From an optimization exercise on the open Yosys and OpenROAD flow, aimed at a short achievable clock period and few clock cycles; shortcuts taken in it are not production practice. RTL that was checked went through simulation tests only; none was proved equivalent to the original. Power and IR drop assume default switching activity.

Design ulsoc_core, start of the top module:
module ulsoc_core
(
    input  wire         clk,
    input  wire         rst_n,
    output wire [31:0]  imem_addr,
    input  wire [31:0]  imem_rdata,
    output wire [31:0]  dmem_addr,
    input  wire [31:0]  dmem_rdata,
    output wire         dmem_we,
    output wire [3:0]   dmem_wstrb,
    output wire [31:0]  dmem_wdata,
    output wire         wb_valid,
    output wire [4:0]   wb_rd,
    output wire [31:0]  wb_data
);
Size in the first run: roughly 11000 cells after synthesis, roughly 210 I/O pins.
Settings: LEC_CHECK=0, CAP_MARGIN=30, CORE_MARGIN=2, CORE_UTILIZATION=50, SLEW_MARGIN=30, SYNTH_HIERARCHICAL=1; clock period 9.0 ns.
standard.sh (not shown) runs the stock make flow with config.mk's settings and CLKGATE_MAP_FILE= SYNTH_SCRIPT=/design/flow/synth_recipe.tcl, a recipe that flattens the netlist after the stock synthesis.
==> flow/flow/run.sh <==
#!/bin/bash
# Own layout flow: the standard synthesis unchanged, then the standard ORFS
# steps (floorplan to finish) with four repair settings changed:
#  - timing and design repair may resize a cell to any size of its function,
#    not only to sizes with the same footprint (MATCH_CELL_FOOTPRINT=0);
#  - the port buffers are sky130_fd_sc_hd__buf_4;
#  - antenna repair after detailed routing may take up to 10 rounds, not 5.
# Each make run's full output goes to a log file here; ORFS keeps its per-step
# logs under orfs/logs.
set -euo pipefail
bash standard.sh synth > synth.log 2>&1
bash standard.sh MATCH_CELL_FOOTPRINT=0 \
    "BUFFER_PORTS_ARGS=-buffer_cell sky130_fd_sc_hd__buf_4" \
    SETUP_SLACK_MARGIN=6 MAX_REPAIR_ANTENNAS_ITER_DRT=10 finish > layout.log 2>&1
test -s out/final.def
Testbench counts at the start, summed over its fixed seeds: cycles 72,258.
Change:
--- a/flow/design.v
+++ b/flow/design.v
@@ -502,21 +502,19 @@
 aomux #(13) u_a (.sel({!fa, fa, {11{fa}} & s}), .d({d_a, ld_v, ops}), .y(a_nx));
 aomux #(37) u_b (.sel({nfb, fbb, fbh, fbw, {11{fbb}} & s, {11{fbh}} & s, {11{fbw}} & s}),
                  .d({d_b, {4{ld_v[7:0]}}, {2{ld_v[15:0]}}, ld_v, ops_b, ops_h, ops}), .y(b_nx));
 endmodule
 module zsg
 (
     input  wire [31:0] a,
     input  wire [31:0] b,
     input  wire [31:0] r_add,
-    input  wire [31:0] r_sub,
-    input  wire        eq,           
-    input  wire        s_add, s_sub, s_and,
+    input  wire        s_add, s_and,
     output wire        z,
     output wire        sg
 );
 wire [31:0] t_add, t_and;            
 genvar i;
 generate
     for (i = 0; i < 32; i = i + 1) begin : b_
         wire x;
         c_xor2 ux (.a(a[i]), .b(b[i]), .y(x));
@@ -528,20 +526,20 @@
             c_nor2 uo (.a(a[i-1]), .b(b[i-1]), .y(on));
             c_xor2 ut (.a(x), .b(on), .y(t_add[i]));
         end
         c_nand2 un (.a(a[i]), .b(b[i]), .y(t_and[i]));
     end
 endgenerate
 wire z_add, z_and;
 all32 u_za (.t(t_add), .y(z_add));
 all32 u_zn (.t(t_and), .y(z_and));
-zcomb u_c (.z_add(z_add), .z_and(z_and), .eq(eq), .s31_add(r_add[31]), .s31_sub(r_sub[31]),
-           .a31(a[31]), .b31(b[31]), .s_add(s_add), .s_sub(s_sub), .s_and(s_and), .z(z), .sg(sg));
+zcomb u_c (.z_add(z_add), .z_and(z_and), .s31_add(r_add[31]), .a31(a[31]), .b31(b[31]),
+           .s_add(s_add), .s_and(s_and), .z(z), .sg(sg));
 endmodule
 module all32
 (
     input  wire [31:0] t,
     output wire        y
 );
 wire [7:0] l1;
 wire [3:0] l2;
 wire       l3;
@@ -553,24 +551,31 @@
     for (k = 0; k < 4; k = k + 1) begin : a2
         c_nor2 u (.a(l1[2*k]), .b(l1[2*k+1]), .y(l2[k]));
     end
 endgenerate
 c_nand4 u3 (.a(l2[0]), .b(l2[1]), .c(l2[2]), .d(l2[3]), .y(l3));
 c_inv u4 (.a(l3), .y(y));
 endmodule
 module zcomb
 (
-    input  wire z_add, z_and, eq, s31_add, s31_sub, a31, b31, s_add, s_sub, s_and,
+    input  wire z_add, z_and, s31_add, a31, b31, s_add, s_and,
     output wire z,
     output wire sg
 );
-assign z  = (s_add && z_add) || (s_sub && eq) || (s_and && z_and);
-assign sg = (s_add && s31_add) || (s_sub && s31_sub) || (s_and && a31 && b31);
+wire n1, n3, m1, ab, m3, m3n;
+c_nand2 u1 (.a(s_add), .b(z_add), .y(n1));
+c_nand2 u3 (.a(s_and), .b(z_and), .y(n3));
+c_nand2 u4 (.a(n1), .b(n3), .y(z));
+c_nand2 u5 (.a(s_add), .b(s31_add), .y(m1));
+c_nand2 u7 (.a(a31), .b(b31), .y(ab));
+c_nor2b u8 (.a(ab), .b(s_and), .y(m3));      
+c_inv   u9 (.a(m3), .y(m3n));
+c_nand2 u10 (.a(m1), .b(m3n), .y(sg));
 endmodule
 module ulsoc_core
 (
     input  wire         clk,
     input  wire         rst_n,
     output wire [31:0]  imem_addr,
     input  wire [31:0]  imem_rdata,
     output wire [31:0]  dmem_addr,
     input  wire [31:0]  dmem_rdata,
@@ -740,25 +745,24 @@
 wire        f_wb1, f_wb2, f_x1, f_x2, f_ee1, f_ee2, f_fa1, f_fa2;
 rs_sel u_rs1 (.rs(fi[19:15]), .n_rd(d_rd), .n_wr(d_v && d_wr), .n_early(d_early),
               .w_rd(ex_rd), .w_wr(ex_v && ex_wr), .x_rd(wb_rd_q), .x_wr(wb_v), .ok(rf_ok_nx),
               .sel_rf(f_rf1), .sel_wb(f_wb1), .sel_w2(f_x1), .sel_ee(f_ee1), .fa(f_fa1));
 rs_sel u_rs2 (.rs(fi[24:20]), .n_rd(d_rd), .n_wr(d_v && d_wr), .n_early(d_early),
               .w_rd(ex_rd), .w_wr(ex_v && ex_wr), .x_rd(wb_rd_q), .x_wr(wb_v), .ok(rf_ok_nx),
               .sel_rf(f_rf2), .sel_wb(f_wb2), .sel_w2(f_x2), .sel_ee(f_ee2), .fa(f_fa2));
 wire ex_redir = ex_v && ((ex_mis_c && !ex_dres) || ex_jalr);   
 wire [31:0] d_balt = d_pred ? d_pc4 : d_tb;
-wire ex_zs = ex_v && (s_add || s_sub || s_and);
+wire ex_zs = ex_v && (s_add || s_and);
 wire ares1 = d_fa1 && (d_inst[24:20] == 5'd0);      
 wire ares2 = d_fa2 && (d_inst[19:15] == 5'd0);      
-wire ares  = d_v && d_br && !d_far && ex_zs && (ares1 || ares2);
+wire ares  = d_v && d_br && ex_zs && (ares1 || ares2);
 wire r_z, r_sg;
-zsg  u_zsg (.a(ex_a), .b(ex_b), .r_add(r_add), .r_sub(r_sub), .eq(c_eq), .s_add(s_add),
-            .s_sub(s_sub), .s_and(s_and), .z(r_z), .sg(r_sg));
+zsg  u_zsg (.a(ex_a), .b(ex_b), .r_add(r_add), .s_add(s_add), .s_and(s_and), .z(r_z), .sg(r_sg));
 function automatic amis_k(input [2:0] f3, input side1, input pred, input zz, input ss);
     reg eq, lt, ltu, tk;
     begin
         eq  = zz;
         lt  = side1 ? ss : (!ss && !zz);
         ltu = side1 ? 1'b0 : !zz;
         case (f3)
             3'd0:    tk = eq;
             3'd1:    tk = !eq;
Effect:
- fmax increases by 1.4%
- combinational power went up by about 7%
- non-clock buffer count grows by 43
- clock power came out lower by about 2%
- synthesized area is about the same
- core utilization hardly moves
- final cell count rose by 0.44%
- wire length shrinks by about 1.2%
- design area stays flat
- register-to-register slack is better by 0.05 ns
- worst setup slack improved by 0.053 ns
Testbench counts after the change, summed over its fixed seeds: cycles 72,258.

* * *

Another version of the RTL of ulsoc_core (not shown whole).
For scale: about 10000 cells after synthesis, ~110000 um2 of cells after synthesis.
// ulsoc_core
module ulsoc_core
(
    input  wire         clk,
    input  wire         rst_n,
    output wire [31:0]  imem_addr,
    input  wire [31:0]  imem_rdata,
    output wire [31:0]  dmem_addr,
    input  wire [31:0]  dmem_rdata,
    output wire         dmem_we,
    output wire [3:0]   dmem_wstrb,
    output wire [31:0]  dmem_wdata,
    output wire         wb_valid,
    output wire [4:0]   wb_rd,
    output wire [31:0]  wb_data
);
export LEC_CHECK = 0
export CAP_MARGIN = 30
export CORE_MARGIN = 2
export CORE_UTILIZATION = 50
export SLEW_MARGIN = 30
export SYNTH_HIERARCHICAL = 1
create_clock -name core_clock -period 9.0 [get_ports {clk}]
==> flow/flow/run.sh <==
#!/bin/bash
# Own layout flow: the standard synthesis unchanged, then the standard ORFS
# steps (floorplan to finish) with three repair settings changed:
#  - timing and design repair may resize a cell to any size of its function,
#    not only to sizes with the same footprint (MATCH_CELL_FOOTPRINT=0);
#  - the port buffers are sky130_fd_sc_hd__buf_4;
set -euo pipefail
bash standard.sh synth > synth.log 2>&1
bash standard.sh MATCH_CELL_FOOTPRINT=0 \
    "BUFFER_PORTS_ARGS=-buffer_cell sky130_fd_sc_hd__buf_4" \
    SETUP_SLACK_MARGIN=6 finish > layout.log 2>&1
test -s out/final.def
Testbench counts at the start, summed over its fixed seeds: cycles 74,458.
Next try:
--- a/flow/design.v
+++ b/flow/design.v
@@ -574,13 +574,16 @@
              .w2d(w2_d), .eev(ex_a), .v(d_v2));
 wire d_stall = d_v && (d_load || d_store || d_jalr) && d_fa1;
 wire d_jnear = (d_inst[19:12] == {8{d_inst[31]}}) && (d_inst[20] == d_inst[31]) &&
                (d_inst[30:29] == {2{d_inst[31]}});
 wire d_bnear = (d_inst[7] == d_inst[31]) && (d_inst[30:29] == {2{d_inst[31]}});
 wire d_far   = d_pred && (d_jal ? !d_jnear : !d_bnear);
-wire d_redir = d_v && (d_stall || d_far);
+wire d_jrf   = d_jalr && d_ee1;
+wire [31:0] d_jrs;
+ksa #(32, 0) u_jrs (.a(ex_a), .b(d_immi), .s(d_jrs), .co());
+wire d_redir = d_v && (d_stall || d_far || d_jrf);
 wire [31:0] d_sum;
 add32 u_dsum (.a(d_v1), .b(d_aimm), .s(d_sum));
 wire [31:0] d_auipv, d_tb, d_tj;
 wire [19:0] d_auih;
 ksa #(20, 0) u_aui (.a(d_pc[31:12]), .b(d_inst[31:12]), .s(d_auih), .co());
 assign d_auipv = {d_auih, d_pc[11:0]};
@@ -672,13 +675,13 @@
         ex_v  <= d_v && !d_stall && !ex_redir;
         wb_v  <= ex_v && ex_wr;
         rf_ok <= rf_ok_nx;
     end
 end
 wire d_go = d_v && !d_stall;         
-wire [31:0] d_tgt = d_stall ? d_pc : d_jal ? d_tj : d_tb;
+wire [31:0] d_tgt = d_stall ? d_pc : d_jrf ? {d_jrs[31:1], 1'b0} : d_jal ? d_tj : d_tb;
 wire [31:0] ex_tgt = ex_jalr ? {ex_addr[31:1], 1'b0} : ex_alt;
 always @(posedge clk) begin
     d_inst  <= fi;
     d_pc    <= fpc;
     d_pc4   <= f_seq;
     d_bidx  <= f_bidx;
@@ -710,13 +713,13 @@
     ex_a     <= ex_a_nx;
     ex_b     <= ex_b_nx;
     ex_addr  <= d_sum;
     ex_wstrb <= d_wstrb;
     ex_shn   <= ~ex_b_nx[4:0];
     ex_alt   <= d_pred ? d_pc4 : d_tb;
-    ex_jalr  <= d_jalr;
+    ex_jalr  <= d_jalr && !d_jrf;
     ex_br    <= d_br;
     ex_pred  <= d_pred;
     ex_sg    <= d_inst[31];
     ex_bidx  <= d_bidx;
     bu_idx   <= ex_bidx;
     bu_mis   <= ex_mis_c;
Result: With this change the flow completed and failed the layout checks on antenna rules. Non-clock buffer count is lower by 14. First-iteration DRC count went up by 17%. Core utilization fell by 0.22 points. Flip-flop and latch count does not change. Worst hold slack gets better by 4.1 ps. Worst setup slack gets worse by 21 ps. Global-route usage increases by 2.8 points. Final area went up by about 1.7%. Wire length goes up by 7.4%. Combinational power is higher by about 4%. Critical path depth is higher by 1. Power climbs by about 3%. Sequential power grows by about 2%.
Testbench counts after the change, summed over its fixed seeds: cycles 73,674.

* * *

Setup of before:
Another version of the RTL of ulsoc_core (not shown whole).
Size in the first run: roughly 9400 cells after synthesis, roughly 210 I/O pins, ~100000 um^2 of cells after synthesis.
==> module ksa, before the edit <==
module ksa #(parameter W = 32, parameter SUB = 0)
(
    input  wire [W-1:0] a,
    input  wire [W-1:0] b,
    output wire [W-1:0] s,
    output wire         co
);
localparam L = $clog2(W);
wire [W-1:0] g [0:L];
wire [W-1:0] t [0:L];
wire [W-1:0] p;                  
genvar l, i;
generate
    for (i = 0; i < W; i = i + 1) begin : l0
        if (SUB) begin : sb
            c_xnor2 ux (.a(a[i]), .b(b[i]), .y(p[i]));
            if (i == 0) begin : ci
                c_nor2b ug (.a(a[i]), .b(b[i]), .y(g[0][i]));
            end
            else begin : nci
                c_nand2b ug (.a(a[i]), .b(b[i]), .y(g[0][i]));
            end
            c_nor2b ut (.a(a[i]), .b(b[i]), .y(t[0][i]));
        end
        else begin : ad
            c_xor2  ux (.a(a[i]), .b(b[i]), .y(p[i]));
            c_nand2 ug (.a(a[i]), .b(b[i]), .y(g[0][i]));
            c_nor2  ut (.a(a[i]), .b(b[i]), .y(t[0][i]));
        end
    end
    for (l = 1; l <= L; l = l + 1) begin : lv
        localparam D = 1 << (l - 1);
        for (i = 0; i < W; i = i + 1) begin : bt
            if (i >= D) begin : m
                if (l % 2 == 1) begin : odd
                    c_oai21 ug (.a1(t[l-1][i]), .a2(g[l-1][i-D]), .b1(g[l-1][i]), .y(g[l][i]));
                    c_nor2  ut (.a(t[l-1][i]), .b(t[l-1][i-D]), .y(t[l][i]));
                end
                else begin : even
                    c_aoi21 ug (.a1(t[l-1][i]), .a2(g[l-1][i-D]), .b1(g[l-1][i]), .y(g[l][i]));
                    c_nand2 ut (.a(t[l-1][i]), .b(t[l-1][i-D]), .y(t[l][i]));
                end
            end
            else begin : pass
                c_inv ug (.a(g[l-1][i]), .y(g[l][i]));
                assign t[l][i] = 1'b0;
            end
        end
    end
    if (L % 2 == 1) begin : sp
        for (i = 1; i < W; i = i + 1) begin : s_
            c_xor2 us (.a(p[i]), .b(g[L][i-1]), .y(s[i]));
        end
        assign co = g[L][W-1];
    end
    else begin : sn
        for (i = 1; i < W; i = i + 1) begin : s_
            c_xnor2 us (.a(p[i]), .b(g[L][i-1]), .y(s[i]));
        end
        c_inv uco (.a(g[L][W-1]), .y(co));
    end
    if (SUB) begin : s0s
        c_inv us0 (.a(p[0]), .y(s[0]));
    end
    else begin : s0a
        assign s[0] = p[0];
    end
endgenerate
endmodule
==> flow/config.mk <==
export PLATFORM = sky130hd
export DESIGN_NAME = ulsoc_core
export DESIGN_NICKNAME = ulsoc_core
export VERILOG_FILES = /design/flow/design.v
export SDC_FILE = /design/flow/constraint.sdc
export NUM_CORES = 8
export LEC_CHECK = 0
export CAP_MARGIN = 30
export CORE_MARGIN = 2
export CORE_UTILIZATION = 50
export SLEW_MARGIN = 30
export SYNTH_HIERARCHICAL = 1
==> flow/constraint.sdc <==
create_clock -name core_clock -period 9.0 [get_ports {clk}]
set_input_delay 1.8000 -clock core_clock [delete_from_list [all_inputs] [get_ports {clk}]]
set_output_delay 1.8000 -clock core_clock [all_outputs]
set_load 0.01 [all_outputs]
Scripts as last shown in full above: flow/flow/run.sh
Changes in after relative to before:
-- flow/design.v --
<<< before, line 81
    output wire         co
);
localparam L = $clog2(W);
wire [W-1:0] g [0:L];
wire [W-1:0] t [0:L];
>>> after, line 81
    output wire         co
);
localparam L = (W <= 2) ? 1 : (W <= 4) ? 2 : (W <= 8) ? 3 : (W <= 16) ? 4 : (W <= 32) ? 5 : 6;
wire [W-1:0] g [0:L];
wire [W-1:0] t [0:L];
### Flow results
- Delta (after minus before): routing usage on met1 comparable; total power comparable.
- As far as via count is concerned, after and before perform about the same.
- On combinational fraction of design power, before tracks after almost exactly.
- Compared with before, in after synthesized cell count barely changed; buffering overhead barely changed; routed metal-1 wire length barely changed; total non-filler cell area in the finished layout barely changed; number of sequential cells barely changed.
- Diff after..before | quantity of I/O buffers inserted on ports | unchanged
- Re hold violation total from the final report: no difference whatsoever between before and after.
Testbench counts of after, summed over its fixed seeds: cycles 75,378.
For before, only the layout was checked, not whether the RTL still works.

re-timing with driven ports:
Ports are ideal in the flow. The routed layouts listed here were re-timed in OpenROAD. Step 1 sets driving cells, clkbuf_16 on the clock port and buf_2 on the other inputs (assumed; they add their load-dependent delay and slew). Step 2 moves the port delays by t, midway between the first and last clock arrival at a register: inputs arrive t later, outputs are due t later. That takes back most of the time a late clock gives input paths. Slacks: no drivers / after step 1 / after step 2; pairs: no drivers / after step 1.
run | t (ns) | slack for setup (ns) | pins driven straight from the clock port
the first run of note 1 | 0.950 | 5.268 / 5.268 / 4.446 | 1
the second run of note 1 | 0.962 | 5.321 / 5.321 / 4.431 | 1
the first run of note 2 | 0.960 | 5.583 / 5.501 / 4.758 | 1
the second run of note 2 | 0.964 | 5.562 / 5.463 / 4.812 | 1
before | 0.953 | 5.393 / 5.294 / 4.803 | 1
after | 0.953 | 5.393 / 5.294 / 4.803 | 1
For the second run of note 1, which loses most, drivers alone change the setup slack by 0.000 ns; drivers and shift together by -0.890 ns.
